From an optimization exercise on the open Yosys and OpenROAD flow, aimed at small area and a short achievable clock period; shortcuts taken in it are not production practice.
Where RTL was checked, it was by simulation tests only, not by an equivalence proof against the original.
For run 1, only the layout was checked, not whether the RTL still works.
Power and IR drop assume default switching activity.

## flow/design.v (module list and top-level ports; edited modules follow where they fit)
// module npu: 839 lines
module npu (
    input               clk,
    input               reset,
    input               cov,
    input  [23:0]       data,
    input  [23:0]       wt,
    output logic [71:0] mmu_out,
    output logic [15:0] conv_out,
    output logic        conv_fin
);
  // ...
==> flow/run.sh <==
#!/bin/bash
# synth_recipe.tcl (not shown) runs the flow's synth.tcl, then flattens the netlist and writes it again
# the make line also repeats each setting of config.mk as NAME=value (left out here)
make -C /OpenROAD-flow-scripts/flow DESIGN_CONFIG=/design/flow/config.mk WORK_HOME=/design/flow/orfs CLKGATE_MAP_FILE= SYNTH_SCRIPT=/design/flow/synth_recipe.tcl finish
==> flow/config.mk <==
export PLATFORM = sky130hd
export DESIGN_NAME = npu
export DESIGN_NICKNAME = npu
export VERILOG_FILES = /design/flow/design.v
export SDC_FILE = /design/flow/constraint.sdc
export NUM_CORES = 4
export LEC_CHECK = 0
export ABC_CLOCK_PERIOD_IN_PS = 2500
export CAP_MARGIN = 20
export CORE_MARGIN = 2
export CORE_UTILIZATION = 40
export PLACE_DENSITY = 0.6
export SETUP_SLACK_MARGIN = 3.0
export SLEW_MARGIN = 20
==> flow/constraint.sdc <==
create_clock -name core_clock -period 5.5 [get_ports {clk}]
set_input_delay 1.1000 -clock core_clock [delete_from_list [all_inputs] [get_ports {clk}]]
set_output_delay 1.1000 -clock core_clock [all_outputs]
set_load 0.01 [all_outputs]
==> impl_metrics.json, run 1 <==
{
  "layout_commonest_cell": "dfxtp_1",
  "pre_cts_ws_ns": 1.187,
  "fin_area_um2": 46050,
  "post_cts_buffers": 92,
  "dp_hpwl_um": 62000,
  "drt_iter0_markers": 2180,
  "seqPwrFrac": 0.354,
  "outcome": "complete, no violations",
  "skew_ns": 0.02017,
  "grt_remaining_overflow": 0,
  "critPathSlowestCell": "fa_1",
  "r2r_cells": 9,
  "cts_tree": "built",
  "drv_slew": 0,
  "leakage_nw": 19.36,
  "gp_congestion": 0.8555,
  "rsz0062_at_grt": "yes",
  "synthTopCellsByCount": "540 x dfxtp_1, 286 x ha_1, 286 x inv_1",
  "tns_ns": 0,
  "synthMuxAreaShare": 0.01769,
  "fp-row-count": 110,
  "grt_pass1_wl_um": 143100,
  "p_comb_frac": 0.362,
  "largest-register": "rW",
  "grt_max_degree": 49,
  "worstReg2RegStart": "cp0_0[7]",
  "power_density_nw_per_um2": 387.3
}
==> run 2, diff against run 1 <==
--- a/flow/design.v
+++ b/flow/design.v
@@ -11,183 +11,84 @@
     logic fin, rk2;
     wire  rk = ~fin;                        
     wire  kill = reset | rk | rk2;          
     always_ff @(posedge clk) begin
         fin <= ~reset;
         rk2 <= rk;
     end
     assign conv_fin = fin;
-    logic [7:0]  rD0;     
-    logic [9:0]  r3D0;    
-    logic [8:0]  T;       
-    logic [10:0] T3;      
-    logic [9:0]  S, S1;   
-    logic [23:0] rW;      
+    logic [7:0]  rD0;              
+    logic [9:0]  r3D0;             
+    logic [8:0]  T;                
+    logic [10:0] T3;               
+    logic [9:0]  S0, S1, S2;       
+    logic [11:0] U0, U1, U2;       
+    logic [23:0] rW, rW1;          
     wire  [7:0]  D0 = data[7:0], D1 = data[15:8], D2 = data[23:16];
-    wire  [9:0]  Sc  = T + D2;
-    wire  [11:0] S3c = T3 + D2 + {D2, 1'b0};
-    wire  [11:0] S3r = S + {S, 1'b0};
-    wire  [11:0] S13r = S1 + {S1, 1'b0};
     always_ff @(posedge clk) begin
         rD0  <= D0;
         r3D0 <= D0 + {D0, 1'b0};
         T    <= reset ? 9'd0  : (rk ? 8'd0 : rD0)  + D1;
         T3   <= reset ? 11'd0 : (rk ? 10'd0 : r3D0) + D1 + {D1, 1'b0};
-        S    <= Sc;
-        S1   <= S;
+        S0   <= T + D2;
+        U0   <= T3 + D2 + {D2, 1'b0};
+        S1   <= S0;  S2 <= S1;
+        U1   <= U0;  U2 <= U1;
         rW   <= wt;
+        rW1  <= rW;
     end
-    wire e1_n = rW[2];
-    wire e1_a = rW[1] ^ rW[2];
-    wire e1_b = rW[0] ^ rW[2];
-    wire e1_c = 1'b0 ^ rW[2];
+    wire e1_n = rW1[2];
+    wire e1_a = rW1[1] ^ rW1[2];
+    wire e1_b = rW1[0] ^ rW1[2];
+    wire e1_c = 1'b0 ^ rW1[2];
     wire e1_1 = (e1_b ^ e1_c) & ~e1_a;
     wire e1_2 = (e1_a & ~e1_b & ~e1_c) | (~e1_a & e1_b & e1_c);
     wire e1_3 = e1_a & (e1_b ^ e1_c);
     wire e1_4 = e1_a & e1_b & e1_c;
-    wire e2_n = rW[5];
-    wire e2_a = rW[4] ^ rW[5];
-    wire e2_b = rW[3] ^ rW[5];
-    wire e2_c = rW[2] ^ rW[5];
+    logic we0_0_one, we0_0_two, we0_0_three, we0_0_four, we0_0_neg;
+    always_ff @(posedge clk) begin
+        we0_0_one <= kill ? 1'b0 : e1_1;
+        we0_0_two <= kill ? 1'b0 : e1_2;
+        we0_0_three <= kill ? 1'b0 : e1_3;
+        we0_0_four <= kill ? 1'b0 : e1_4;
+        we0_0_neg <= kill ? 1'b0 : e1_n;
+    end
+    wire [11:0] pp0_0 = {((we0_0_three & U0[11]) | (we0_0_four & S0[9])) ^ we0_0_neg, ((we0_0_two & S0[9]) | (we0_0_three & U0[10]) | (we0_0_four & S0[8])) ^ we0_0_neg, ((we0_0_one & S0[9]) | (we0_0_two & S0[8]) | (we0_0_three & U0[9]) | (we0_0_four & S0[7])) ^ we0_0_neg, ((we0_0_one & S0[8]) | (we0_0_two & S0[7]) | (we0_0_three & U0[8]) | (we0_0_four & S0[6])) ^ we0_0_neg, ((we0_0_one & S0[7]) | (we0_0_two & S0[6]) | (we0_0_three & U0[7]) | (we0_0_four & S0[5])) ^ we0_0_neg, ((we0_0_one & S0[6]) | (we0_0_two & S0[5]) | (we0_0_three & U0[6]) | (we0_0_four & S0[4])) ^ we0_0_neg, ((we0_0_one & S0[5]) | (we0_0_two & S0[4]) | (we0_0_three & U0[5]) | (we0_0_four & S0[3])) ^ we0_0_neg, ((we0_0_one & S0[4]) | (we0_0_two & S0[3]) | (we0_0_three & U0[4]) | (we0_0_four & S0[2])) ^ we0_0_neg, ((we0_0_one & S0[3]) | (we0_0_two & S0[2]) | (we0_0_three & U0[3]) | (we0_0_four & S0[1])) ^ we0_0_neg, ((we0_0_one & S0[2]) | (we0_0_two & S0[1]) | (we0_0_three & U0[2]) | (we0_0_four & S0[0])) ^ we0_0_neg, ((we0_0_one & S0[1]) | (we0_0_two & S0[0]) | (we0_0_three & U0[1])) ^ we0_0_neg, ((we0_0_one & S0[0]) | (we0_0_three & U0[0])) ^ we0_0_neg};
+    wire e2_n = rW1[5];
+    wire e2_a = rW1[4] ^ rW1[5];
+    wire e2_b = rW1[3] ^ rW1[5];
+    wire e2_c = rW1[2] ^ rW1[5];
     wire e2_1 = (e2_b ^ e2_c) & ~e2_a;
     wire e2_2 = (e2_a & ~e2_b & ~e2_c) | (~e2_a & e2_b & e2_c);
     wire e2_3 = e2_a & (e2_b ^ e2_c);
     wire e2_4 = e2_a & e2_b & e2_c;
-    wire e3_1 = (rW[6] ^ rW[5]) & ~rW[7];
-    wire e3_2 = (rW[7] & ~rW[6] & ~rW[5]) | (~rW[7] & rW[6] & rW[5]);
-    wire e3_3 = rW[7] & (rW[6] ^ rW[5]);
-    wire e3_4 = rW[7] & rW[6] & rW[5];
-    logic we0_0_one, we0_0_two, we0_0_three, we0_0_four, we0_0_neg;
-    always_ff @(posedge clk) begin
-        we0_0_one <= e1_1;
-        we0_0_two <= e1_2;
-        we0_0_three <= e1_3;
-        we0_0_four <= e1_4;
-        we0_0_neg <= e1_n;
-    end
     logic we0_1_one, we0_1_two, we0_1_three, we0_1_four, we0_1_neg;
     always_ff @(posedge clk) begin
-        we0_1_one <= e2_1;
-        we0_1_two <= e2_2;
-        we0_1_three <= e2_3;
-        we0_1_four <= e2_4;
-        we0_1_neg <= e2_n;
-    end
+        we0_1_one <= kill ? 1'b0 : e2_1;
+        we0_1_two <= kill ? 1'b0 : e2_2;
+        we0_1_three <= kill ? 1'b0 : e2_3;
+        we0_1_four <= kill ? 1'b0 : e2_4;
+        we0_1_neg <= kill ? 1'b0 : e2_n;
+    end
+    wire [11:0] pp0_1 = {((we0_1_three & U0[11]) | (we0_1_four & S0[9])) ^ we0_1_neg, ((we0_1_two & S0[9]) | (we0_1_three & U0[10]) | (we0_1_four & S0[8])) ^ we0_1_neg, ((we0_1_one & S0[9]) | (we0_1_two & S0[8]) | (we0_1_three & U0[9]) | (we0_1_four & S0[7])) ^ we0_1_neg, ((we0_1_one & S0[8]) | (we0_1_two & S0[7]) | (we0_1_three & U0[8]) | (we0_1_four & S0[6])) ^ we0_1_neg, ((we0_1_one & S0[7]) | (we0_1_two & S0[6]) | (we0_1_three & U0[7]) | (we0_1_four & S0[5])) ^ we0_1_neg, ((we0_1_one & S0[6]) | (we0_1_two & S0[5]) | (we0_1_three & U0[6]) | (we0_1_four & S0[4])) ^ we0_1_neg, ((we0_1_one & S0[5]) | (we0_1_two & S0[4]) | (we0_1_three & U0[5]) | (we0_1_four & S0[3])) ^ we0_1_neg, ((we0_1_one & S0[4]) | (we0_1_two & S0[3]) | (we0_1_three & U0[4]) | (we0_1_four & S0[2])) ^ we0_1_neg, ((we0_1_one & S0[3]) | (we0_1_two & S0[2]) | (we0_1_three & U0[3]) | (we0_1_four & S0[1])) ^ we0_1_neg, ((we0_1_one & S0[2]) | (we0_1_two & S0[1]) | (we0_1_three & U0[2]) | (we0_1_four & S0[0])) ^ we0_1_neg, ((we0_1_one & S0[1]) | (we0_1_two & S0[0]) | (we0_1_three & U0[1])) ^ we0_1_neg, ((we0_1_one & S0[0]) | (we0_1_three & U0[0])) ^ we0_1_neg};
+    wire e3_1 = (rW1[6] ^ rW1[5]) & ~rW1[7];
+    wire e3_2 = (rW1[7] & ~rW1[6] & ~rW1[5]) | (~rW1[7] & rW1[6] & rW1[5]);
+    wire e3_3 = rW1[7] & (rW1[6] ^ rW1[5]);
+    wire e3_4 = rW1[7] & rW1[6] & rW1[5];
     logic we0_2_one, we0_2_two, we0_2_three, we0_2_four;
     always_ff @(posedge clk) begin
-        we0_2_one <= e3_1;
-        we0_2_two <= e3_2;
-        we0_2_three <= e3_3;
-        we0_2_four <= e3_4;
-    end
-    wire e4_n = rW[10];
-    wire e4_a = rW[9] ^ rW[10];
-    wire e4_b = rW[8] ^ rW[10];
-    wire e4_c = 1'b0 ^ rW[10];
-    wire e4_1 = (e4_b ^ e4_c) & ~e4_a;
-    wire e4_2 = (e4_a & ~e4_b & ~e4_c) | (~e4_a & e4_b & e4_c);
-    wire e4_3 = e4_a & (e4_b ^ e4_c);
-    wire e4_4 = e4_a & e4_b & e4_c;
-    wire e5_n = rW[13];
-    wire e5_a = rW[12] ^ rW[13];
-    wire e5_b = rW[11] ^ rW[13];
-    wire e5_c = rW[10] ^ rW[13];
-    wire e5_1 = (e5_b ^ e5_c) & ~e5_a;
-    wire e5_2 = (e5_a & ~e5_b & ~e5_c) | (~e5_a & e5_b & e5_c);
-    wire e5_3 = e5_a & (e5_b ^ e5_c);
-    wire e5_4 = e5_a & e5_b & e5_c;
-    wire e6_1 = (rW[14] ^ rW[13]) & ~rW[15];
-    wire e6_2 = (rW[15] & ~rW[14] & ~rW[13]) | (~rW[15] & rW[14] & rW[13]);
-    wire e6_3 = rW[15] & (rW[14] ^ rW[13]);
-    wire e6_4 = rW[15] & rW[14] & rW[13];
-    logic we1_0_one, we1_0_two, we1_0_three, we1_0_four, we1_0_neg;
-    always_ff @(posedge clk) begin
-        we1_0_one <= e4_1;
-        we1_0_two <= e4_2;
-        we1_0_three <= e4_3;
-        we1_0_four <= e4_4;
-        we1_0_neg <= e4_n;
-    end
-    logic we1_1_one, we1_1_two, we1_1_three, we1_1_four, we1_1_neg;
-    always_ff @(posedge clk) begin
-        we1_1_one <= e5_1;
-        we1_1_two <= e5_2;
-        we1_1_three <= e5_3;
-        we1_1_four <= e5_4;
-        we1_1_neg <= e5_n;
-    end
-    logic we1_2_one, we1_2_two, we1_2_three, we1_2_four;
-    always_ff @(posedge clk) begin
-        we1_2_one <= e6_1;
-        we1_2_two <= e6_2;
-        we1_2_three <= e6_3;
-        we1_2_four <= e6_4;
-    end
-    wire e7_n = rW[18];
-    wire e7_a = rW[17] ^ rW[18];
-    wire e7_b = rW[16] ^ rW[18];
-    wire e7_c = 1'b0 ^ rW[18];
-    wire e7_1 = (e7_b ^ e7_c) & ~e7_a;
-    wire e7_2 = (e7_a & ~e7_b & ~e7_c) | (~e7_a & e7_b & e7_c);
-    wire e7_3 = e7_a & (e7_b ^ e7_c);
-    wire e7_4 = e7_a & e7_b & e7_c;
-    wire e8_n = rW[21];
-    wire e8_a = rW[20] ^ rW[21];
-    wire e8_b = rW[19] ^ rW[21];
-    wire e8_c = rW[18] ^ rW[21];
-    wire e8_1 = (e8_b ^ e8_c) & ~e8_a;
-    wire e8_2 = (e8_a & ~e8_b & ~e8_c) | (~e8_a & e8_b & e8_c);
-    wire e8_3 = e8_a & (e8_b ^ e8_c);
-    wire e8_4 = e8_a & e8_b & e8_c;
-    wire e9_1 = (rW[22] ^ rW[21]) & ~rW[23];
-    wire e9_2 = (rW[23] & ~rW[22] & ~rW[21]) | (~rW[23] & rW[22] & rW[21]);
-    wire e9_3 = rW[23] & (rW[22] ^ rW[21]);
-    wire e9_4 = rW[23] & rW[22] & rW[21];
-    logic we2_0_one, we2_0_two, we2_0_three, we2_0_four, we2_0_neg;
-    always_ff @(posedge clk) begin
-        we2_0_one <= e7_1;
-        we2_0_two <= e7_2;
-        we2_0_three <= e7_3;
-        we2_0_four <= e7_4;
-        we2_0_neg <= e7_n;
-    end
-    logic we2_1_one, we2_1_two, we2_1_three, we2_1_four, we2_1_neg;
-    always_ff @(posedge clk) begin
-        we2_1_one <= e8_1;
-        we2_1_two <= e8_2;
-        we2_1_three <= e8_3;
-        we2_1_four <= e8_4;
-        we2_1_neg <= e8_n;
-    end
-    logic we2_2_one, we2_2_two, we2_2_three, we2_2_four;
-    always_ff @(posedge clk) begin
-        we2_2_one <= e9_1;
-        we2_2_two <= e9_2;
-        we2_2_three <= e9_3;
-        we2_2_four <= e9_4;
-    end
-    logic [11:0] pp0_0;
-    logic pp0_0n;
-    always_ff @(posedge clk) begin
-        pp0_0 <= kill ? 12'd0 : {((we0_0_three & S3c[11]) | (we0_0_four & Sc[9])) ^ we0_0_neg, ((we0_0_two & Sc[9]) | (we0_0_three & S3c[10]) | (we0_0_four & Sc[8])) ^ we0_0_neg, ((we0_0_one & Sc[9]) | (we0_0_two & Sc[8]) | (we0_0_three & S3c[9]) | (we0_0_four & Sc[7])) ^ we0_0_neg, ((we0_0_one & Sc[8]) | (we0_0_two & Sc[7]) | (we0_0_three & S3c[8]) | (we0_0_four & Sc[6])) ^ we0_0_neg, ((we0_0_one & Sc[7]) | (we0_0_two & Sc[6]) | (we0_0_three & S3c[7]) | (we0_0_four & Sc[5])) ^ we0_0_neg, ((we0_0_one & Sc[6]) | (we0_0_two & Sc[5]) | (we0_0_three & S3c[6]) | (we0_0_four & Sc[4])) ^ we0_0_neg, ((we0_0_one & Sc[5]) | (we0_0_two & Sc[4]) | (we0_0_three & S3c[5]) | (we0_0_four & Sc[3])) ^ we0_0_neg, ((we0_0_one & Sc[4]) | (we0_0_two & Sc[3]) | (we0_0_three & S3c[4]) | (we0_0_four & Sc[2])) ^ we0_0_neg, ((we0_0_one & Sc[3]) | (we0_0_two & Sc[2]) | (we0_0_three & S3c[3]) | (we0_0_four & Sc[1])) ^ we0_0_neg, ((we0_0_one & Sc[2]) | (we0_0_two & Sc[1]) | (we0_0_three & S3c[2]) | (we0_0_four & Sc[0])) ^ we0_0_neg, ((we0_0_one & Sc[1]) | (we0_0_two & Sc[0]) | (we0_0_three & S3c[1])) ^ we0_0_neg, ((we0_0_one & Sc[0]) | (we0_0_three & S3c[0])) ^ we0_0_neg};
-        pp0_0n <= kill ? 1'b0 : we0_0_neg;
-    end
-    logic [11:0] pp0_1;
-    logic pp0_1n;
-    always_ff @(posedge clk) begin
-        pp0_1 <= kill ? 12'd0 : {((we0_1_three & S3c[11]) | (we0_1_four & Sc[9])) ^ we0_1_neg, ((we0_1_two & Sc[9]) | (we0_1_three & S3c[10]) | (we0_1_four & Sc[8])) ^ we0_1_neg, ((we0_1_one & Sc[9]) | (we0_1_two & Sc[8]) | (we0_1_three & S3c[9]) | (we0_1_four & Sc[7])) ^ we0_1_neg, ((we0_1_one & Sc[8]) | (we0_1_two & Sc[7]) | (we0_1_three & S3c[8]) | (we0_1_four & Sc[6])) ^ we0_1_neg, ((we0_1_one & Sc[7]) | (we0_1_two & Sc[6]) | (we0_1_three & S3c[7]) | (we0_1_four & Sc[5])) ^ we0_1_neg, ((we0_1_one & Sc[6]) | (we0_1_two & Sc[5]) | (we0_1_three & S3c[6]) | (we0_1_four & Sc[4])) ^ we0_1_neg, ((we0_1_one & Sc[5]) | (we0_1_two & Sc[4]) | (we0_1_three & S3c[5]) | (we0_1_four & Sc[3])) ^ we0_1_neg, ((we0_1_one & Sc[4]) | (we0_1_two & Sc[3]) | (we0_1_three & S3c[4]) | (we0_1_four & Sc[2])) ^ we0_1_neg, ((we0_1_one & Sc[3]) | (we0_1_two & Sc[2]) | (we0_1_three & S3c[3]) | (we0_1_four & Sc[1])) ^ we0_1_neg, ((we0_1_one & Sc[2]) | (we0_1_two & Sc[1]) | (we0_1_three & S3c[2]) | (we0_1_four & Sc[0])) ^ we0_1_neg, ((we0_1_one & Sc[1]) | (we0_1_two & Sc[0]) | (we0_1_three & S3c[1])) ^ we0_1_neg, ((we0_1_one & Sc[0]) | (we0_1_three & S3c[0])) ^ we0_1_neg};
-        pp0_1n <= kill ? 1'b0 : we0_1_neg;
-    end
-    logic [11:0] pp0_2;
-    always_ff @(posedge clk) begin
-        pp0_2 <= kill ? 12'd0 : {(we0_2_three & S3c[11]) | (we0_2_four & Sc[9]), (we0_2_two & Sc[9]) | (we0_2_three & S3c[10]) | (we0_2_four & Sc[8]), (we0_2_one & Sc[9]) | (we0_2_two & Sc[8]) | (we0_2_three & S3c[9]) | (we0_2_four & Sc[7]), (we0_2_one & Sc[8]) | (we0_2_two & Sc[7]) | (we0_2_three & S3c[8]) | (we0_2_four & Sc[6]), (we0_2_one & Sc[7]) | (we0_2_two & Sc[6]) | (we0_2_three & S3c[7]) | (we0_2_four & Sc[5]), (we0_2_one & Sc[6]) | (we0_2_two & Sc[5]) | (we0_2_three & S3c[6]) | (we0_2_four & Sc[4]), (we0_2_one & Sc[5]) | (we0_2_two & Sc[4]) | (we0_2_three & S3c[5]) | (we0_2_four & Sc[3]), (we0_2_one & Sc[4]) | (we0_2_two & Sc[3]) | (we0_2_three & S3c[4]) | (we0_2_four & Sc[2]), (we0_2_one & Sc[3]) | (we0_2_two & Sc[2]) | (we0_2_three & S3c[3]) | (we0_2_four & Sc[1]), (we0_2_one & Sc[2]) | (we0_2_two & Sc[1]) | (we0_2_three & S3c[2]) | (we0_2_four & Sc[0]), (we0_2_one & Sc[1]) | (we0_2_two & Sc[0]) | (we0_2_three & S3c[1]), (we0_2_one & Sc[0]) | (we0_2_three & S3c[0])};
-    end
-    wire m0_s0 = ~pp0_0n ^ pp0_1[9];
-    wire m0_c0 = ~pp0_0n & pp0_1[9];
+        we0_2_one <= kill ? 1'b0 : e3_1;
+        we0_2_two <= kill ? 1'b0 : e3_2;
+        we0_2_three <= kill ? 1'b0 : e3_3;
+        we0_2_four <= kill ? 1'b0 : e3_4;
+    end
+    wire [11:0] pp0_2 = {(we0_2_three & U0[11]) | (we0_2_four & S0[9]), (we0_2_two & S0[9]) | (we0_2_three & U0[10]) | (we0_2_four & S0[8]), (we0_2_one & S0[9]) | (we0_2_two & S0[8]) | (we0_2_three & U0[9]) | (we0_2_four & S0[7]), (we0_2_one & S0[8]) | (we0_2_two & S0[7]) | (we0_2_three & U0[8]) | (we0_2_four & S0[6]), (we0_2_one & S0[7]) | (we0_2_two & S0[6]) | (we0_2_three & U0[7]) | (we0_2_four & S0[5]), (we0_2_one & S0[6]) | (we0_2_two & S0[5]) | (we0_2_three & U0[6]) | (we0_2_four & S0[4]), (we0_2_one & S0[5]) | (we0_2_two & S0[4]) | (we0_2_three & U0[5]) | (we0_2_four & S0[3]), (we0_2_one & S0[4]) | (we0_2_two & S0[3]) | (we0_2_three & U0[4]) | (we0_2_four & S0[2]), (we0_2_one & S0[3]) | (we0_2_two & S0[2]) | (we0_2_three & U0[3]) | (we0_2_four & S0[1]), (we0_2_one & S0[2]) | (we0_2_two & S0[1]) | (we0_2_three & U0[2]) | (we0_2_four & S0[0]), (we0_2_one & S0[1]) | (we0_2_two & S0[0]) | (we0_2_three & U0[1]), (we0_2_one & S0[0]) | (we0_2_three & U0[0])};
+    wire m0_s0 = ~we0_0_neg ^ pp0_1[9];
+    wire m0_c0 = ~we0_0_neg & pp0_1[9];
     wire m0_s1 = pp0_1[10] ^ pp0_2[7];
     wire m0_c1 = pp0_1[10] & pp0_2[7];
     wire m0_s2 = pp0_1[11] ^ pp0_2[8];
     wire m0_c2 = pp0_1[11] & pp0_2[8];
     wire m0_s3 = pp0_0[3] ^ pp0_1[0];
     wire m0_c3 = pp0_0[3] & pp0_1[0];
     wire m0_s4 = pp0_0[4] ^ pp0_1[1];
     wire m0_c4 = pp0_0[4] & pp0_1[1];
@@ -206,42 +107,72 @@
     wire m0_s11 = pp0_0[11] ^ pp0_1[8] ^ pp0_2[5];
     wire m0_c11 = (pp0_0[11] & pp0_1[8]) | (pp0_0[11] & pp0_2[5]) | (pp0_1[8] & pp0_2[5]);
     wire m0_s12 = m0_s0 ^ pp0_2[6] ^ 1'b1;
     wire m0_c12 = (m0_s0 & pp0_2[6]) | (m0_s0 & 1'b1) | (pp0_2[6] & 1'b1);
     wire m0_s13 = m0_c0 ^ m0_s1 ^ 1'b1;
     wire m0_c13 = (m0_c0 & m0_s1) | (m0_c0 & 1'b1) | (m0_s1 & 1'b1);
     wire m0_s14 = m0_c1 ^ m0_s2 ^ 1'b1;
     wire m0_c14 = (m0_c1 & m0_s2) | (m0_c1 & 1'b1) | (m0_s2 & 1'b1);
-    wire m0_s15 = m0_c2 ^ ~pp0_1n ^ pp0_2[9];
-    wire m0_c15 = (m0_c2 & ~pp0_1n) | (m0_c2 & pp0_2[9]) | (~pp0_1n & pp0_2[9]);
+    wire m0_s15 = m0_c2 ^ ~we0_1_neg ^ pp0_2[9];
+    wire m0_c15 = (m0_c2 & ~we0_1_neg) | (m0_c2 & pp0_2[9]) | (~we0_1_neg & pp0_2[9]);
     wire m0_s16 = pp0_2[10] ^ 1'b1;
     wire m0_c16 = pp0_2[10] & 1'b1;
     wire m0_s17 = pp0_2[11] ^ 1'b1;
     wire m0_c17 = pp0_2[11] & 1'b1;
     logic [17:0] m0;
-    always_ff @(posedge clk) m0 <= {m0_c16, m0_c15, m0_c14, m0_c13, m0_c12, m0_c11, m0_c10, m0_c9, m0_c8, m0_c7, m0_c6, m0_c5, m0_c4, m0_c3, m0_s3, pp0_0[2], pp0_0[1], pp0_0[0]} + {m0_s17, m0_s16, m0_s15, m0_s14, m0_s13, m0_s12, m0_s11, m0_s10, m0_s9, m0_s8, m0_s7, m0_s6, m0_s5, m0_s4, pp0_1n, 1'b0, 1'b0, pp0_0n};
-    logic [11:0] pp1_0;
-    logic pp1_0n;
+    always_ff @(posedge clk) m0 <= {m0_c16, m0_c15, m0_c14, m0_c13, m0_c12, m0_c11, m0_c10, m0_c9, m0_c8, m0_c7, m0_c6, m0_c5, m0_c4, m0_c3, m0_s3, pp0_0[2], pp0_0[1], pp0_0[0]} + {m0_s17, m0_s16, m0_s15, m0_s14, m0_s13, m0_s12, m0_s11, m0_s10, m0_s9, m0_s8, m0_s7, m0_s6, m0_s5, m0_s4, we0_1_neg, 1'b0, 1'b0, we0_0_neg};
+    wire e4_n = rW1[10];
+    wire e4_a = rW1[9] ^ rW1[10];
+    wire e4_b = rW1[8] ^ rW1[10];
+    wire e4_c = 1'b0 ^ rW1[10];
+    wire e4_1 = (e4_b ^ e4_c) & ~e4_a;
+    wire e4_2 = (e4_a & ~e4_b & ~e4_c) | (~e4_a & e4_b & e4_c);
+    wire e4_3 = e4_a & (e4_b ^ e4_c);
+    wire e4_4 = e4_a & e4_b & e4_c;
+    logic we1_0_one, we1_0_two, we1_0_three, we1_0_four, we1_0_neg;
     always_ff @(posedge clk) begin
-        pp1_0 <= kill ? 12'd0 : {((we1_0_three & S3r[11]) | (we1_0_four & S[9])) ^ we1_0_neg, ((we1_0_two & S[9]) | (we1_0_three & S3r[10]) | (we1_0_four & S[8])) ^ we1_0_neg, ((we1_0_one & S[9]) | (we1_0_two & S[8]) | (we1_0_three & S3r[9]) | (we1_0_four & S[7])) ^ we1_0_neg, ((we1_0_one & S[8]) | (we1_0_two & S[7]) | (we1_0_three & S3r[8]) | (we1_0_four & S[6])) ^ we1_0_neg, ((we1_0_one & S[7]) | (we1_0_two & S[6]) | (we1_0_three & S3r[7]) | (we1_0_four & S[5])) ^ we1_0_neg, ((we1_0_one & S[6]) | (we1_0_two & S[5]) | (we1_0_three & S3r[6]) | (we1_0_four & S[4])) ^ we1_0_neg, ((we1_0_one & S[5]) | (we1_0_two & S[4]) | (we1_0_three & S3r[5]) | (we1_0_four & S[3])) ^ we1_0_neg, ((we1_0_one & S[4]) | (we1_0_two & S[3]) | (we1_0_three & S3r[4]) | (we1_0_four & S[2])) ^ we1_0_neg, ((we1_0_one & S[3]) | (we1_0_two & S[2]) | (we1_0_three & S3r[3]) | (we1_0_four & S[1])) ^ we1_0_neg, ((we1_0_one & S[2]) | (we1_0_two & S[1]) | (we1_0_three & S3r[2]) | (we1_0_four & S[0])) ^ we1_0_neg, ((we1_0_one & S[1]) | (we1_0_two & S[0]) | (we1_0_three & S3r[1])) ^ we1_0_neg, ((we1_0_one & S[0]) | (we1_0_three & S3r[0])) ^ we1_0_neg};
-        pp1_0n <= kill ? 1'b0 : we1_0_neg;
-    end
-    logic [11:0] pp1_1;
-    logic pp1_1n;
+        we1_0_one <= kill ? 1'b0 : e4_1;
+        we1_0_two <= kill ? 1'b0 : e4_2;
+        we1_0_three <= kill ? 1'b0 : e4_3;
+        we1_0_four <= kill ? 1'b0 : e4_4;
+        we1_0_neg <= kill ? 1'b0 : e4_n;
+    end
+    wire [11:0] pp1_0 = {((we1_0_three & U1[11]) | (we1_0_four & S1[9])) ^ we1_0_neg, ((we1_0_two & S1[9]) | (we1_0_three & U1[10]) | (we1_0_four & S1[8])) ^ we1_0_neg, ((we1_0_one & S1[9]) | (we1_0_two & S1[8]) | (we1_0_three & U1[9]) | (we1_0_four & S1[7])) ^ we1_0_neg, ((we1_0_one & S1[8]) | (we1_0_two & S1[7]) | (we1_0_three & U1[8]) | (we1_0_four & S1[6])) ^ we1_0_neg, ((we1_0_one & S1[7]) | (we1_0_two & S1[6]) | (we1_0_three & U1[7]) | (we1_0_four & S1[5])) ^ we1_0_neg, ((we1_0_one & S1[6]) | (we1_0_two & S1[5]) | (we1_0_three & U1[6]) | (we1_0_four & S1[4])) ^ we1_0_neg, ((we1_0_one & S1[5]) | (we1_0_two & S1[4]) | (we1_0_three & U1[5]) | (we1_0_four & S1[3])) ^ we1_0_neg, ((we1_0_one & S1[4]) | (we1_0_two & S1[3]) | (we1_0_three & U1[4]) | (we1_0_four & S1[2])) ^ we1_0_neg, ((we1_0_one & S1[3]) | (we1_0_two & S1[2]) | (we1_0_three & U1[3]) | (we1_0_four & S1[1])) ^ we1_0_neg, ((we1_0_one & S1[2]) | (we1_0_two & S1[1]) | (we1_0_three & U1[2]) | (we1_0_four & S1[0])) ^ we1_0_neg, ((we1_0_one & S1[1]) | (we1_0_two & S1[0]) | (we1_0_three & U1[1])) ^ we1_0_neg, ((we1_0_one & S1[0]) | (we1_0_three & U1[0])) ^ we1_0_neg};
+    wire e5_n = rW1[13];
+    wire e5_a = rW1[12] ^ rW1[13];
+    wire e5_b = rW1[11] ^ rW1[13];
+    wire e5_c = rW1[10] ^ rW1[13];
+    wire e5_1 = (e5_b ^ e5_c) & ~e5_a;
+    wire e5_2 = (e5_a & ~e5_b & ~e5_c) | (~e5_a & e5_b & e5_c);
+    wire e5_3 = e5_a & (e5_b ^ e5_c);
+    wire e5_4 = e5_a & e5_b & e5_c;
+    logic we1_1_one, we1_1_two, we1_1_three, we1_1_four, we1_1_neg;
     always_ff @(posedge clk) begin
-        pp1_1 <= kill ? 12'd0 : {((we1_1_three & S3r[11]) | (we1_1_four & S[9])) ^ we1_1_neg, ((we1_1_two & S[9]) | (we1_1_three & S3r[10]) | (we1_1_four & S[8])) ^ we1_1_neg, ((we1_1_one & S[9]) | (we1_1_two & S[8]) | (we1_1_three & S3r[9]) | (we1_1_four & S[7])) ^ we1_1_neg, ((we1_1_one & S[8]) | (we1_1_two & S[7]) | (we1_1_three & S3r[8]) | (we1_1_four & S[6])) ^ we1_1_neg, ((we1_1_one & S[7]) | (we1_1_two & S[6]) | (we1_1_three & S3r[7]) | (we1_1_four & S[5])) ^ we1_1_neg, ((we1_1_one & S[6]) | (we1_1_two & S[5]) | (we1_1_three & S3r[6]) | (we1_1_four & S[4])) ^ we1_1_neg, ((we1_1_one & S[5]) | (we1_1_two & S[4]) | (we1_1_three & S3r[5]) | (we1_1_four & S[3])) ^ we1_1_neg, ((we1_1_one & S[4]) | (we1_1_two & S[3]) | (we1_1_three & S3r[4]) | (we1_1_four & S[2])) ^ we1_1_neg, ((we1_1_one & S[3]) | (we1_1_two & S[2]) | (we1_1_three & S3r[3]) | (we1_1_four & S[1])) ^ we1_1_neg, ((we1_1_one & S[2]) | (we1_1_two & S[1]) | (we1_1_three & S3r[2]) | (we1_1_four & S[0])) ^ we1_1_neg, ((we1_1_one & S[1]) | (we1_1_two & S[0]) | (we1_1_three & S3r[1])) ^ we1_1_neg, ((we1_1_one & S[0]) | (we1_1_three & S3r[0])) ^ we1_1_neg};
-        pp1_1n <= kill ? 1'b0 : we1_1_neg;
-    end
-    logic [11:0] pp1_2;
+        we1_1_one <= kill ? 1'b0 : e5_1;
+        we1_1_two <= kill ? 1'b0 : e5_2;
+        we1_1_three <= kill ? 1'b0 : e5_3;
+        we1_1_four <= kill ? 1'b0 : e5_4;
+        we1_1_neg <= kill ? 1'b0 : e5_n;
+    end
+    wire [11:0] pp1_1 = {((we1_1_three & U1[11]) | (we1_1_four & S1[9])) ^ we1_1_neg, ((we1_1_two & S1[9]) | (we1_1_three & U1[10]) | (we1_1_four & S1[8])) ^ we1_1_neg, ((we1_1_one & S1[9]) | (we1_1_two & S1[8]) | (we1_1_three & U1[9]) | (we1_1_four & S1[7])) ^ we1_1_neg, ((we1_1_one & S1[8]) | (we1_1_two & S1[7]) | (we1_1_three & U1[8]) | (we1_1_four & S1[6])) ^ we1_1_neg, ((we1_1_one & S1[7]) | (we1_1_two & S1[6]) | (we1_1_three & U1[7]) | (we1_1_four & S1[5])) ^ we1_1_neg, ((we1_1_one & S1[6]) | (we1_1_two & S1[5]) | (we1_1_three & U1[6]) | (we1_1_four & S1[4])) ^ we1_1_neg, ((we1_1_one & S1[5]) | (we1_1_two & S1[4]) | (we1_1_three & U1[5]) | (we1_1_four & S1[3])) ^ we1_1_neg, ((we1_1_one & S1[4]) | (we1_1_two & S1[3]) | (we1_1_three & U1[4]) | (we1_1_four & S1[2])) ^ we1_1_neg, ((we1_1_one & S1[3]) | (we1_1_two & S1[2]) | (we1_1_three & U1[3]) | (we1_1_four & S1[1])) ^ we1_1_neg, ((we1_1_one & S1[2]) | (we1_1_two & S1[1]) | (we1_1_three & U1[2]) | (we1_1_four & S1[0])) ^ we1_1_neg, ((we1_1_one & S1[1]) | (we1_1_two & S1[0]) | (we1_1_three & U1[1])) ^ we1_1_neg, ((we1_1_one & S1[0]) | (we1_1_three & U1[0])) ^ we1_1_neg};
+    wire e6_1 = (rW1[14] ^ rW1[13]) & ~rW1[15];
+    wire e6_2 = (rW1[15] & ~rW1[14] & ~rW1[13]) | (~rW1[15] & rW1[14] & rW1[13]);
+    wire e6_3 = rW1[15] & (rW1[14] ^ rW1[13]);
+    wire e6_4 = rW1[15] & rW1[14] & rW1[13];
+    logic we1_2_one, we1_2_two, we1_2_three, we1_2_four;
     always_ff @(posedge clk) begin
-        pp1_2 <= kill ? 12'd0 : {(we1_2_three & S3r[11]) | (we1_2_four & S[9]), (we1_2_two & S[9]) | (we1_2_three & S3r[10]) | (we1_2_four & S[8]), (we1_2_one & S[9]) | (we1_2_two & S[8]) | (we1_2_three & S3r[9]) | (we1_2_four & S[7]), (we1_2_one & S[8]) | (we1_2_two & S[7]) | (we1_2_three & S3r[8]) | (we1_2_four & S[6]), (we1_2_one & S[7]) | (we1_2_two & S[6]) | (we1_2_three & S3r[7]) | (we1_2_four & S[5]), (we1_2_one & S[6]) | (we1_2_two & S[5]) | (we1_2_three & S3r[6]) | (we1_2_four & S[4]), (we1_2_one & S[5]) | (we1_2_two & S[4]) | (we1_2_three & S3r[5]) | (we1_2_four & S[3]), (we1_2_one & S[4]) | (we1_2_two & S[3]) | (we1_2_three & S3r[4]) | (we1_2_four & S[2]), (we1_2_one & S[3]) | (we1_2_two & S[2]) | (we1_2_three & S3r[3]) | (we1_2_four & S[1]), (we1_2_one & S[2]) | (we1_2_two & S[1]) | (we1_2_three & S3r[2]) | (we1_2_four & S[0]), (we1_2_one & S[1]) | (we1_2_two & S[0]) | (we1_2_three & S3r[1]), (we1_2_one & S[0]) | (we1_2_three & S3r[0])};
-    end
-    wire m1_s0 = ~pp1_0n ^ pp1_1[9];
-    wire m1_c0 = ~pp1_0n & pp1_1[9];
+        we1_2_one <= kill ? 1'b0 : e6_1;
+        we1_2_two <= kill ? 1'b0 : e6_2;
+        we1_2_three <= kill ? 1'b0 : e6_3;
+        we1_2_four <= kill ? 1'b0 : e6_4;
+    end
+    wire [11:0] pp1_2 = {(we1_2_three & U1[11]) | (we1_2_four & S1[9]), (we1_2_two & S1[9]) | (we1_2_three & U1[10]) | (we1_2_four & S1[8]), (we1_2_one & S1[9]) | (we1_2_two & S1[8]) | (we1_2_three & U1[9]) | (we1_2_four & S1[7]), (we1_2_one & S1[8]) | (we1_2_two & S1[7]) | (we1_2_three & U1[8]) | (we1_2_four & S1[6]), (we1_2_one & S1[7]) | (we1_2_two & S1[6]) | (we1_2_three & U1[7]) | (we1_2_four & S1[5]), (we1_2_one & S1[6]) | (we1_2_two & S1[5]) | (we1_2_three & U1[6]) | (we1_2_four & S1[4]), (we1_2_one & S1[5]) | (we1_2_two & S1[4]) | (we1_2_three & U1[5]) | (we1_2_four & S1[3]), (we1_2_one & S1[4]) | (we1_2_two & S1[3]) | (we1_2_three & U1[4]) | (we1_2_four & S1[2]), (we1_2_one & S1[3]) | (we1_2_two & S1[2]) | (we1_2_three & U1[3]) | (we1_2_four & S1[1]), (we1_2_one & S1[2]) | (we1_2_two & S1[1]) | (we1_2_three & U1[2]) | (we1_2_four & S1[0]), (we1_2_one & S1[1]) | (we1_2_two & S1[0]) | (we1_2_three & U1[1]), (we1_2_one & S1[0]) | (we1_2_three & U1[0])};
+    wire m1_s0 = ~we1_0_neg ^ pp1_1[9];
+    wire m1_c0 = ~we1_0_neg & pp1_1[9];
     wire m1_s1 = pp1_1[10] ^ pp1_2[7];
     wire m1_c1 = pp1_1[10] & pp1_2[7];
     wire m1_s2 = pp1_1[11] ^ pp1_2[8];
     wire m1_c2 = pp1_1[11] & pp1_2[8];
     wire m1_s3 = pp1_0[3] ^ pp1_1[0];
     wire m1_c3 = pp1_0[3] & pp1_1[0];
     wire m1_s4 = pp1_0[4] ^ pp1_1[1];
     wire m1_c4 = pp1_0[4] & pp1_1[1];
@@ -260,42 +191,72 @@
     wire m1_s11 = pp1_0[11] ^ pp1_1[8] ^ pp1_2[5];
     wire m1_c11 = (pp1_0[11] & pp1_1[8]) | (pp1_0[11] & pp1_2[5]) | (pp1_1[8] & pp1_2[5]);
     wire m1_s12 = m1_s0 ^ pp1_2[6] ^ 1'b1;
     wire m1_c12 = (m1_s0 & pp1_2[6]) | (m1_s0 & 1'b1) | (pp1_2[6] & 1'b1);
     wire m1_s13 = m1_c0 ^ m1_s1 ^ 1'b1;
     wire m1_c13 = (m1_c0 & m1_s1) | (m1_c0 & 1'b1) | (m1_s1 & 1'b1);
     wire m1_s14 = m1_c1 ^ m1_s2 ^ 1'b1;
     wire m1_c14 = (m1_c1 & m1_s2) | (m1_c1 & 1'b1) | (m1_s2 & 1'b1);
-    wire m1_s15 = m1_c2 ^ ~pp1_1n ^ pp1_2[9];
-    wire m1_c15 = (m1_c2 & ~pp1_1n) | (m1_c2 & pp1_2[9]) | (~pp1_1n & pp1_2[9]);
+    wire m1_s15 = m1_c2 ^ ~we1_1_neg ^ pp1_2[9];
+    wire m1_c15 = (m1_c2 & ~we1_1_neg) | (m1_c2 & pp1_2[9]) | (~we1_1_neg & pp1_2[9]);
     wire m1_s16 = pp1_2[10] ^ 1'b1;
     wire m1_c16 = pp1_2[10] & 1'b1;
     wire m1_s17 = pp1_2[11] ^ 1'b1;
     wire m1_c17 = pp1_2[11] & 1'b1;
     logic [17:0] m1;
-    always_ff @(posedge clk) m1 <= {m1_c16, m1_c15, m1_c14, m1_c13, m1_c12, m1_c11, m1_c10, m1_c9, m1_c8, m1_c7, m1_c6, m1_c5, m1_c4, m1_c3, m1_s3, pp1_0[2], pp1_0[1], pp1_0[0]} + {m1_s17, m1_s16, m1_s15, m1_s14, m1_s13, m1_s12, m1_s11, m1_s10, m1_s9, m1_s8, m1_s7, m1_s6, m1_s5, m1_s4, pp1_1n, 1'b0, 1'b0, pp1_0n};
-    logic [11:0] pp2_0;
-    logic pp2_0n;
+    always_ff @(posedge clk) m1 <= {m1_c16, m1_c15, m1_c14, m1_c13, m1_c12, m1_c11, m1_c10, m1_c9, m1_c8, m1_c7, m1_c6, m1_c5, m1_c4, m1_c3, m1_s3, pp1_0[2], pp1_0[1], pp1_0[0]} + {m1_s17, m1_s16, m1_s15, m1_s14, m1_s13, m1_s12, m1_s11, m1_s10, m1_s9, m1_s8, m1_s7, m1_s6, m1_s5, m1_s4, we1_1_neg, 1'b0, 1'b0, we1_0_neg};
+    wire e7_n = rW1[18];
+    wire e7_a = rW1[17] ^ rW1[18];
+    wire e7_b = rW1[16] ^ rW1[18];
+    wire e7_c = 1'b0 ^ rW1[18];
+    wire e7_1 = (e7_b ^ e7_c) & ~e7_a;
+    wire e7_2 = (e7_a & ~e7_b & ~e7_c) | (~e7_a & e7_b & e7_c);
+    wire e7_3 = e7_a & (e7_b ^ e7_c);
+    wire e7_4 = e7_a & e7_b & e7_c;
+    logic we2_0_one, we2_0_two, we2_0_three, we2_0_four, we2_0_neg;
     always_ff @(posedge clk) begin
-        pp2_0 <= kill ? 12'd0 : {((we2_0_three & S13r[11]) | (we2_0_four & S1[9])) ^ we2_0_neg, ((we2_0_two & S1[9]) | (we2_0_three & S13r[10]) | (we2_0_four & S1[8])) ^ we2_0_neg, ((we2_0_one & S1[9]) | (we2_0_two & S1[8]) | (we2_0_three & S13r[9]) | (we2_0_four & S1[7])) ^ we2_0_neg, ((we2_0_one & S1[8]) | (we2_0_two & S1[7]) | (we2_0_three & S13r[8]) | (we2_0_four & S1[6])) ^ we2_0_neg, ((we2_0_one & S1[7]) | (we2_0_two & S1[6]) | (we2_0_three & S13r[7]) | (we2_0_four & S1[5])) ^ we2_0_neg, ((we2_0_one & S1[6]) | (we2_0_two & S1[5]) | (we2_0_three & S13r[6]) | (we2_0_four & S1[4])) ^ we2_0_neg, ((we2_0_one & S1[5]) | (we2_0_two & S1[4]) | (we2_0_three & S13r[5]) | (we2_0_four & S1[3])) ^ we2_0_neg, ((we2_0_one & S1[4]) | (we2_0_two & S1[3]) | (we2_0_three & S13r[4]) | (we2_0_four & S1[2])) ^ we2_0_neg, ((we2_0_one & S1[3]) | (we2_0_two & S1[2]) | (we2_0_three & S13r[3]) | (we2_0_four & S1[1])) ^ we2_0_neg, ((we2_0_one & S1[2]) | (we2_0_two & S1[1]) | (we2_0_three & S13r[2]) | (we2_0_four & S1[0])) ^ we2_0_neg, ((we2_0_one & S1[1]) | (we2_0_two & S1[0]) | (we2_0_three & S13r[1])) ^ we2_0_neg, ((we2_0_one & S1[0]) | (we2_0_three & S13r[0])) ^ we2_0_neg};
-        pp2_0n <= kill ? 1'b0 : we2_0_neg;
-    end
-    logic [11:0] pp2_1;
-    logic pp2_1n;
+        we2_0_one <= kill ? 1'b0 : e7_1;
+        we2_0_two <= kill ? 1'b0 : e7_2;
+        we2_0_three <= kill ? 1'b0 : e7_3;
+        we2_0_four <= kill ? 1'b0 : e7_4;
+        we2_0_neg <= kill ? 1'b0 : e7_n;
+    end
+    wire [11:0] pp2_0 = {((we2_0_three & U2[11]) | (we2_0_four & S2[9])) ^ we2_0_neg, ((we2_0_two & S2[9]) | (we2_0_three & U2[10]) | (we2_0_four & S2[8])) ^ we2_0_neg, ((we2_0_one & S2[9]) | (we2_0_two & S2[8]) | (we2_0_three & U2[9]) | (we2_0_four & S2[7])) ^ we2_0_neg, ((we2_0_one & S2[8]) | (we2_0_two & S2[7]) | (we2_0_three & U2[8]) | (we2_0_four & S2[6])) ^ we2_0_neg, ((we2_0_one & S2[7]) | (we2_0_two & S2[6]) | (we2_0_three & U2[7]) | (we2_0_four & S2[5])) ^ we2_0_neg, ((we2_0_one & S2[6]) | (we2_0_two & S2[5]) | (we2_0_three & U2[6]) | (we2_0_four & S2[4])) ^ we2_0_neg, ((we2_0_one & S2[5]) | (we2_0_two & S2[4]) | (we2_0_three & U2[5]) | (we2_0_four & S2[3])) ^ we2_0_neg, ((we2_0_one & S2[4]) | (we2_0_two & S2[3]) | (we2_0_three & U2[4]) | (we2_0_four & S2[2])) ^ we2_0_neg, ((we2_0_one & S2[3]) | (we2_0_two & S2[2]) | (we2_0_three & U2[3]) | (we2_0_four & S2[1])) ^ we2_0_neg, ((we2_0_one & S2[2]) | (we2_0_two & S2[1]) | (we2_0_three & U2[2]) | (we2_0_four & S2[0])) ^ we2_0_neg, ((we2_0_one & S2[1]) | (we2_0_two & S2[0]) | (we2_0_three & U2[1])) ^ we2_0_neg, ((we2_0_one & S2[0]) | (we2_0_three & U2[0])) ^ we2_0_neg};
+    wire e8_n = rW1[21];
+    wire e8_a = rW1[20] ^ rW1[21];
+    wire e8_b = rW1[19] ^ rW1[21];
+    wire e8_c = rW1[18] ^ rW1[21];
+    wire e8_1 = (e8_b ^ e8_c) & ~e8_a;
+    wire e8_2 = (e8_a & ~e8_b & ~e8_c) | (~e8_a & e8_b & e8_c);
+    wire e8_3 = e8_a & (e8_b ^ e8_c);
+    wire e8_4 = e8_a & e8_b & e8_c;
+    logic we2_1_one, we2_1_two, we2_1_three, we2_1_four, we2_1_neg;
     always_ff @(posedge clk) begin
-        pp2_1 <= kill ? 12'd0 : {((we2_1_three & S13r[11]) | (we2_1_four & S1[9])) ^ we2_1_neg, ((we2_1_two & S1[9]) | (we2_1_three & S13r[10]) | (we2_1_four & S1[8])) ^ we2_1_neg, ((we2_1_one & S1[9]) | (we2_1_two & S1[8]) | (we2_1_three & S13r[9]) | (we2_1_four & S1[7])) ^ we2_1_neg, ((we2_1_one & S1[8]) | (we2_1_two & S1[7]) | (we2_1_three & S13r[8]) | (we2_1_four & S1[6])) ^ we2_1_neg, ((we2_1_one & S1[7]) | (we2_1_two & S1[6]) | (we2_1_three & S13r[7]) | (we2_1_four & S1[5])) ^ we2_1_neg, ((we2_1_one & S1[6]) | (we2_1_two & S1[5]) | (we2_1_three & S13r[6]) | (we2_1_four & S1[4])) ^ we2_1_neg, ((we2_1_one & S1[5]) | (we2_1_two & S1[4]) | (we2_1_three & S13r[5]) | (we2_1_four & S1[3])) ^ we2_1_neg, ((we2_1_one & S1[4]) | (we2_1_two & S1[3]) | (we2_1_three & S13r[4]) | (we2_1_four & S1[2])) ^ we2_1_neg, ((we2_1_one & S1[3]) | (we2_1_two & S1[2]) | (we2_1_three & S13r[3]) | (we2_1_four & S1[1])) ^ we2_1_neg, ((we2_1_one & S1[2]) | (we2_1_two & S1[1]) | (we2_1_three & S13r[2]) | (we2_1_four & S1[0])) ^ we2_1_neg, ((we2_1_one & S1[1]) | (we2_1_two & S1[0]) | (we2_1_three & S13r[1])) ^ we2_1_neg, ((we2_1_one & S1[0]) | (we2_1_three & S13r[0])) ^ we2_1_neg};
-        pp2_1n <= kill ? 1'b0 : we2_1_neg;
-    end
-    logic [11:0] pp2_2;
+        we2_1_one <= kill ? 1'b0 : e8_1;
+        we2_1_two <= kill ? 1'b0 : e8_2;
+        we2_1_three <= kill ? 1'b0 : e8_3;
+        we2_1_four <= kill ? 1'b0 : e8_4;
+        we2_1_neg <= kill ? 1'b0 : e8_n;
+    end
+    wire [11:0] pp2_1 = {((we2_1_three & U2[11]) | (we2_1_four & S2[9])) ^ we2_1_neg, ((we2_1_two & S2[9]) | (we2_1_three & U2[10]) | (we2_1_four & S2[8])) ^ we2_1_neg, ((we2_1_one & S2[9]) | (we2_1_two & S2[8]) | (we2_1_three & U2[9]) | (we2_1_four & S2[7])) ^ we2_1_neg, ((we2_1_one & S2[8]) | (we2_1_two & S2[7]) | (we2_1_three & U2[8]) | (we2_1_four & S2[6])) ^ we2_1_neg, ((we2_1_one & S2[7]) | (we2_1_two & S2[6]) | (we2_1_three & U2[7]) | (we2_1_four & S2[5])) ^ we2_1_neg, ((we2_1_one & S2[6]) | (we2_1_two & S2[5]) | (we2_1_three & U2[6]) | (we2_1_four & S2[4])) ^ we2_1_neg, ((we2_1_one & S2[5]) | (we2_1_two & S2[4]) | (we2_1_three & U2[5]) | (we2_1_four & S2[3])) ^ we2_1_neg, ((we2_1_one & S2[4]) | (we2_1_two & S2[3]) | (we2_1_three & U2[4]) | (we2_1_four & S2[2])) ^ we2_1_neg, ((we2_1_one & S2[3]) | (we2_1_two & S2[2]) | (we2_1_three & U2[3]) | (we2_1_four & S2[1])) ^ we2_1_neg, ((we2_1_one & S2[2]) | (we2_1_two & S2[1]) | (we2_1_three & U2[2]) | (we2_1_four & S2[0])) ^ we2_1_neg, ((we2_1_one & S2[1]) | (we2_1_two & S2[0]) | (we2_1_three & U2[1])) ^ we2_1_neg, ((we2_1_one & S2[0]) | (we2_1_three & U2[0])) ^ we2_1_neg};
+    wire e9_1 = (rW1[22] ^ rW1[21]) & ~rW1[23];
+    wire e9_2 = (rW1[23] & ~rW1[22] & ~rW1[21]) | (~rW1[23] & rW1[22] & rW1[21]);
+    wire e9_3 = rW1[23] & (rW1[22] ^ rW1[21]);
+    wire e9_4 = rW1[23] & rW1[22] & rW1[21];
+    logic we2_2_one, we2_2_two, we2_2_three, we2_2_four;
     always_ff @(posedge clk) begin
-        pp2_2 <= kill ? 12'd0 : {(we2_2_three & S13r[11]) | (we2_2_four & S1[9]), (we2_2_two & S1[9]) | (we2_2_three & S13r[10]) | (we2_2_four & S1[8]), (we2_2_one & S1[9]) | (we2_2_two & S1[8]) | (we2_2_three & S13r[9]) | (we2_2_four & S1[7]), (we2_2_one & S1[8]) | (we2_2_two & S1[7]) | (we2_2_three & S13r[8]) | (we2_2_four & S1[6]), (we2_2_one & S1[7]) | (we2_2_two & S1[6]) | (we2_2_three & S13r[7]) | (we2_2_four & S1[5]), (we2_2_one & S1[6]) | (we2_2_two & S1[5]) | (we2_2_three & S13r[6]) | (we2_2_four & S1[4]), (we2_2_one & S1[5]) | (we2_2_two & S1[4]) | (we2_2_three & S13r[5]) | (we2_2_four & S1[3]), (we2_2_one & S1[4]) | (we2_2_two & S1[3]) | (we2_2_three & S13r[4]) | (we2_2_four & S1[2]), (we2_2_one & S1[3]) | (we2_2_two & S1[2]) | (we2_2_three & S13r[3]) | (we2_2_four & S1[1]), (we2_2_one & S1[2]) | (we2_2_two & S1[1]) | (we2_2_three & S13r[2]) | (we2_2_four & S1[0]), (we2_2_one & S1[1]) | (we2_2_two & S1[0]) | (we2_2_three & S13r[1]), (we2_2_one & S1[0]) | (we2_2_three & S13r[0])};
-    end
-    wire m2_s0 = ~pp2_0n ^ pp2_1[9];
-    wire m2_c0 = ~pp2_0n & pp2_1[9];
+        we2_2_one <= kill ? 1'b0 : e9_1;
+        we2_2_two <= kill ? 1'b0 : e9_2;
+        we2_2_three <= kill ? 1'b0 : e9_3;
+        we2_2_four <= kill ? 1'b0 : e9_4;
+    end
+    wire [11:0] pp2_2 = {(we2_2_three & U2[11]) | (we2_2_four & S2[9]), (we2_2_two & S2[9]) | (we2_2_three & U2[10]) | (we2_2_four & S2[8]), (we2_2_one & S2[9]) | (we2_2_two & S2[8]) | (we2_2_three & U2[9]) | (we2_2_four & S2[7]), (we2_2_one & S2[8]) | (we2_2_two & S2[7]) | (we2_2_three & U2[8]) | (we2_2_four & S2[6]), (we2_2_one & S2[7]) | (we2_2_two & S2[6]) | (we2_2_three & U2[7]) | (we2_2_four & S2[5]), (we2_2_one & S2[6]) | (we2_2_two & S2[5]) | (we2_2_three & U2[6]) | (we2_2_four & S2[4]), (we2_2_one & S2[5]) | (we2_2_two & S2[4]) | (we2_2_three & U2[5]) | (we2_2_four & S2[3]), (we2_2_one & S2[4]) | (we2_2_two & S2[3]) | (we2_2_three & U2[4]) | (we2_2_four & S2[2]), (we2_2_one & S2[3]) | (we2_2_two & S2[2]) | (we2_2_three & U2[3]) | (we2_2_four & S2[1]), (we2_2_one & S2[2]) | (we2_2_two & S2[1]) | (we2_2_three & U2[2]) | (we2_2_four & S2[0]), (we2_2_one & S2[1]) | (we2_2_two & S2[0]) | (we2_2_three & U2[1]), (we2_2_one & S2[0]) | (we2_2_three & U2[0])};
+    wire m2_s0 = ~we2_0_neg ^ pp2_1[9];
+    wire m2_c0 = ~we2_0_neg & pp2_1[9];
     wire m2_s1 = pp2_1[10] ^ pp2_2[7];
     wire m2_c1 = pp2_1[10] & pp2_2[7];
     wire m2_s2 = pp2_1[11] ^ pp2_2[8];
     wire m2_c2 = pp2_1[11] & pp2_2[8];
     wire m2_s3 = pp2_0[3] ^ pp2_1[0];
     wire m2_c3 = pp2_0[3] & pp2_1[0];
     wire m2_s4 = pp2_0[4] ^ pp2_1[1];
     wire m2_c4 = pp2_0[4] & pp2_1[1];
@@ -314,24 +275,24 @@
     wire m2_s11 = pp2_0[11] ^ pp2_1[8] ^ pp2_2[5];
     wire m2_c11 = (pp2_0[11] & pp2_1[8]) | (pp2_0[11] & pp2_2[5]) | (pp2_1[8] & pp2_2[5]);
     wire m2_s12 = m2_s0 ^ pp2_2[6] ^ 1'b1;
     wire m2_c12 = (m2_s0 & pp2_2[6]) | (m2_s0 & 1'b1) | (pp2_2[6] & 1'b1);
     wire m2_s13 = m2_c0 ^ m2_s1 ^ 1'b1;
     wire m2_c13 = (m2_c0 & m2_s1) | (m2_c0 & 1'b1) | (m2_s1 & 1'b1);
     wire m2_s14 = m2_c1 ^ m2_s2 ^ 1'b1;
     wire m2_c14 = (m2_c1 & m2_s2) | (m2_c1 & 1'b1) | (m2_s2 & 1'b1);
-    wire m2_s15 = m2_c2 ^ ~pp2_1n ^ pp2_2[9];
-    wire m2_c15 = (m2_c2 & ~pp2_1n) | (m2_c2 & pp2_2[9]) | (~pp2_1n & pp2_2[9]);
+    wire m2_s15 = m2_c2 ^ ~we2_1_neg ^ pp2_2[9];
+    wire m2_c15 = (m2_c2 & ~we2_1_neg) | (m2_c2 & pp2_2[9]) | (~we2_1_neg & pp2_2[9]);
     wire m2_s16 = pp2_2[10] ^ 1'b1;
     wire m2_c16 = pp2_2[10] & 1'b1;
     wire m2_s17 = pp2_2[11] ^ 1'b1;
     wire m2_c17 = pp2_2[11] & 1'b1;
     logic [17:0] m2;
-    always_ff @(posedge clk) m2 <= {m2_c16, m2_c15, m2_c14, m2_c13, m2_c12, m2_c11, m2_c10, m2_c9, m2_c8, m2_c7, m2_c6, m2_c5, m2_c4, m2_c3, m2_s3, pp2_0[2], pp2_0[1], pp2_0[0]} + {m2_s17, m2_s16, m2_s15, m2_s14, m2_s13, m2_s12, m2_s11, m2_s10, m2_s9, m2_s8, m2_s7, m2_s6, m2_s5, m2_s4, pp2_1n, 1'b0, 1'b0, pp2_0n};
+    always_ff @(posedge clk) m2 <= {m2_c16, m2_c15, m2_c14, m2_c13, m2_c12, m2_c11, m2_c10, m2_c9, m2_c8, m2_c7, m2_c6, m2_c5, m2_c4, m2_c3, m2_s3, pp2_0[2], pp2_0[1], pp2_0[0]} + {m2_s17, m2_s16, m2_s15, m2_s14, m2_s13, m2_s12, m2_s11, m2_s10, m2_s9, m2_s8, m2_s7, m2_s6, m2_s5, m2_s4, we2_1_neg, 1'b0, 1'b0, we2_0_neg};
     assign mmu_out = {6'd0, m2, 6'd0, m1, 6'd0, m0};
     logic [1:0] cnt;
     logic       v, v1, v2;
     always_ff @(posedge clk) begin
         if (reset | ~cov) begin
             cnt <= 2'd0;
             v   <= 1'b0;
         end else if (!v) begin
==> flow/config.mk (replaced) <==
export PLATFORM = sky130hd
export DESIGN_NAME = npu
export DESIGN_NICKNAME = npu
export VERILOG_FILES = /design/flow/design.v
export SDC_FILE = /design/flow/constraint.sdc
export NUM_CORES = 4
export LEC_CHECK = 0
export CAP_MARGIN = 20
export CORE_MARGIN = 2
export CORE_UTILIZATION = 40
export PLACE_DENSITY = 0.6
export SETUP_SLACK_MARGIN = 3.0
export SLEW_MARGIN = 20
==> impl_metrics.json, run 2 <==
{
  "final_core_util": 0.5145,
  "yosysTopAreaCell": "dfxtp_1",
  "cts_tree": "built",
  "synthTopCellsByCount": "493 x dfxtp_1, 297 x inv_1, 265 x ha_1",
  "layout_commonest_cell": "dfxtp_1",
  "top_regs": "rW1 x24, rW x24",
  "die_area_um2": 89410,
  "syn_avg_cell_area_um2": 10.08,
  "max_slew_margin": 0.4599,
  "path_cells": "buf_6, a22o_1, a221oi_2, xnor2_1, fa_1, ha_4, buf_12, buf_4, nand4_1, o211ai_1, a311o_1, xnor2_1",
  "fp-row-count": 108,
  "critPathBufInv": 3,
  "synthAdderAreaFrac": 0.1847,
  "async_reset_ff_frac": 0,
  "antenna_left": 0,
  "synth_simple_gate_area_share": 0.1145,
  "drc_errors": 0,
  "vdd_drop_max_uv": 236.6,
  "synth_edf_count": 144,
  "cts_buffer_depth": 3,
  "grt_pass1_wl_um": 145300,
  "routed_wl_um": 94240,
  "arrival_ns": 3.60,
  "critPathCaptureType": "flop",
  "slowest_delay_ns": 0.48,
  "outcome": "complete, no violations",
  "yosysTopAreaCellShare": 0.2835,
  "antenna_found_initial": 7,
  "synth.distinct_cells": 84,
  "critPathSlowestCell": "fa_1",
  "cpMostUsedCell": "xnor2_1",
  "yosysMostFrequentCell": "dfxtp_1",
  "wire_per_inst_um": 19.24,
  "finalHoldViolations": 0,
  "synth_top_family_by_area": "adder cells",
  "htree_levels": 3,
  "ys_seq_area_frac": 0.4077,
  "synthMuxAreaShare": 0.009704,
  "grt_usage": 0.2044,
  "layout_common_cells": "419 x dfxtp_1, 258 x inv_1, 202 x nor2_1, 187 x xnor2_1, 179 x and2_1",
  "worstSkewPairLatency_ns": 0.62,
  "hp-start": "rW[23]",
  "clkSlewWorstSetupHoldPaths_ns": 0.06,
  "grt_pass1_vias": 25630,
  "cp-start-kind": "flop",
  "viasPerCell": 5.307,
  "period_minus_slack_ns": 3.054,
  "dp_hpwl_um": 62230,
  "grt_remaining_overflow": 0,
  "clock.fmax_ghz": 0.3274,
  "drive_above_1_share": 0.2581,
  "initial_core_util": 0.4025,
  "synth_xor_area_frac": 0.07170,
  "timing.final.crit_share": 0.5553,
  "worst-slew-pin-transition_ns": 0.8101,
  "ctsHoldBuffers": 0,
  "cts_buffers": 73,
  "leakage_nw": 18.53,
  "ios": 140,
  "core-area_um2": 86480,
  "grt_max_degree": 47,
  "path_delay_family": "compound AO/OA/AOI/OAI gates",
  "yosysWarnings": 1,
  "dieWidth_um": 299.0,
  "nets": 4149,
  "port_buffers": 121,
  "worstHoldPathType": "reg -> reg",
  "vias": 25990,
  "syn2layout_area_growth_pct": 27.81,
  "ys_seq_elements": 637,
  "worstReg2RegStart": "we2_0_three",
  "fin_cells": 4898,
  "timing.final.ws_setup_ns": 2.446,
  "dp_cells": 4560,
  "cp-startpoint": "we2_0_three",
  "postSynthCellCount": 3452,
  "synth_compound_area_frac": 0.1536,
  "setup_viol": 0,
  "rsz0062_at_grt": "yes",
  "cp.required_ns": 6.05,
  "drt_iter0_markers": 2023,
  "crit_fanout": 6,
  "synth_top_flop_cell": "dfxtp_1",
  "drt-pass1-iter-count": 10,
  "synthTopCellsByArea": "dfxtp_1 28%, edfxtp_1 12%, ha_1 9.5%",
  "pre_cts_ws_ns": 1.431,
  "skew_ns": 0.01978,
  "criticalPathCategory": "reg -> reg",
  "die_y_um": 299.0,
  "gp_congestion": 0.8710,
  "clkSinkCount": 637,
  "max_cap_viol_count": 0,
  "tns_ns": 0,
  "power_density_nw_per_um2": 369.8,
  "drv_slew": 0,
  "netlist_area_um2": 34810,
  "clockRootBuffer": "clkbuf_16"
}
==> run 2: cell count changes in the layout (fill, tap and decap cells not counted), sizes merged, moves of 31 or more <==
cell,previous run,this run
a222oi,89,37
nand2,246,194
dfxtp,540,493
xnor2,188,219
a221oi,25,76
a22o,19,77
mux2i,50,18
==> run 2: worst paths after layout <==
path / slack (ns) / to / cells past startpoint
max: 2.45 / m2[16] / 12
min: 0.32 / rW1[23] / 0
max reg2reg: 2.45 / m2[16] / 12
min reg2reg: 0.32 / rW1[23] / 0
==> run 2: cell families after synthesis <==
family,count (synthesis)
compound gates,754
fa+ha+maj,422
other cells,1
mux,32
simple gates,807
buf+inv,514
xor+xnor,285
flops,637
==> run 2: metrics by stage <==
step | area (um2) | power, W | hold WS (ns)
after floorplan | 36140 | 0.008794 | 0.3096
after global placement | 37870 | 0.01028 | 0.3106
after detailed placement | 37870 | 0.01031 | 0.3121
after CTS | 42770 | 0.01604 | 0.3151
after global routing | 44490 | 0.01723 | 0.3208
final | 44490 | 0.01645 | 0.3215
==> run 2: final cells by class <==
cell class              instances  area [um2]
clock inverters                35       405.4
inverters                     304        1152
diodes                          4       10.01
multi-input cells            2321       21580
repair buffers                342        3505
clock buffers                 100        2029
fillers                      7743       41990
well taps                    1155        1445
flip-flops and latches        637       14360
==> run 2: metal layers <==
layer,part of all wire,global-route usage,routed length [um]
met2,0.46,0.3259,43750
met3,0.053,0.02356,4949
met5,0.00014,0,13
met4,0.022,0.06286,2087
met1,0.46,0.2910,43430
==> run 2: repair_timing <==
action	4_1_cts	5_1_grt
pin swaps	194	184
endpoints found under the setup margin	393	234
buffers inserted	120	61
gates resized for setup	547	296
cloned	12	6
hold endpoints to repair	0	0
==> run 2: where the power goes <==
part	internal (W)	total (W)	switching, W
clock	0.00291	0.00493	0.00202
combinational	0.00241	0.00530	0.00289
sequential	0.00567	0.00622	0.000547
total	0.0110	0.0165	0.00546

-- afterwards: timing with drivers on the ports --
How much do the figures lean on ideal ports? The routed layouts below were timed once more, with nothing changed but the port constraints. Step 1, drivers: a clkbuf_16 drives clk and a buf_2 each remaining input, both assumed. Step 2 adds t to the input delays and takes it off the output delays; t is the mean of the earliest and latest rising clock arrival at the registers after step 1. Input paths then give back, and output paths get back, about the clock's delay inside the block. Three values: ideal ports, drivers, drivers and shift; two values: the first two.
run	t, ns	setup WS [ns]	worst setup path after step 2	worst slew at a driven data input, ns
run 1	0.671	2.400 / 2.367 / 1.695	input to register	0.20
run 2	0.678	2.446 / 2.446 / 2.081	input to register	0.23
After both steps every run listed still meets setup and hold. The setup slack of run 1, which loses most, moves by -0.033 ns with the drivers and by -0.705 ns with both steps.
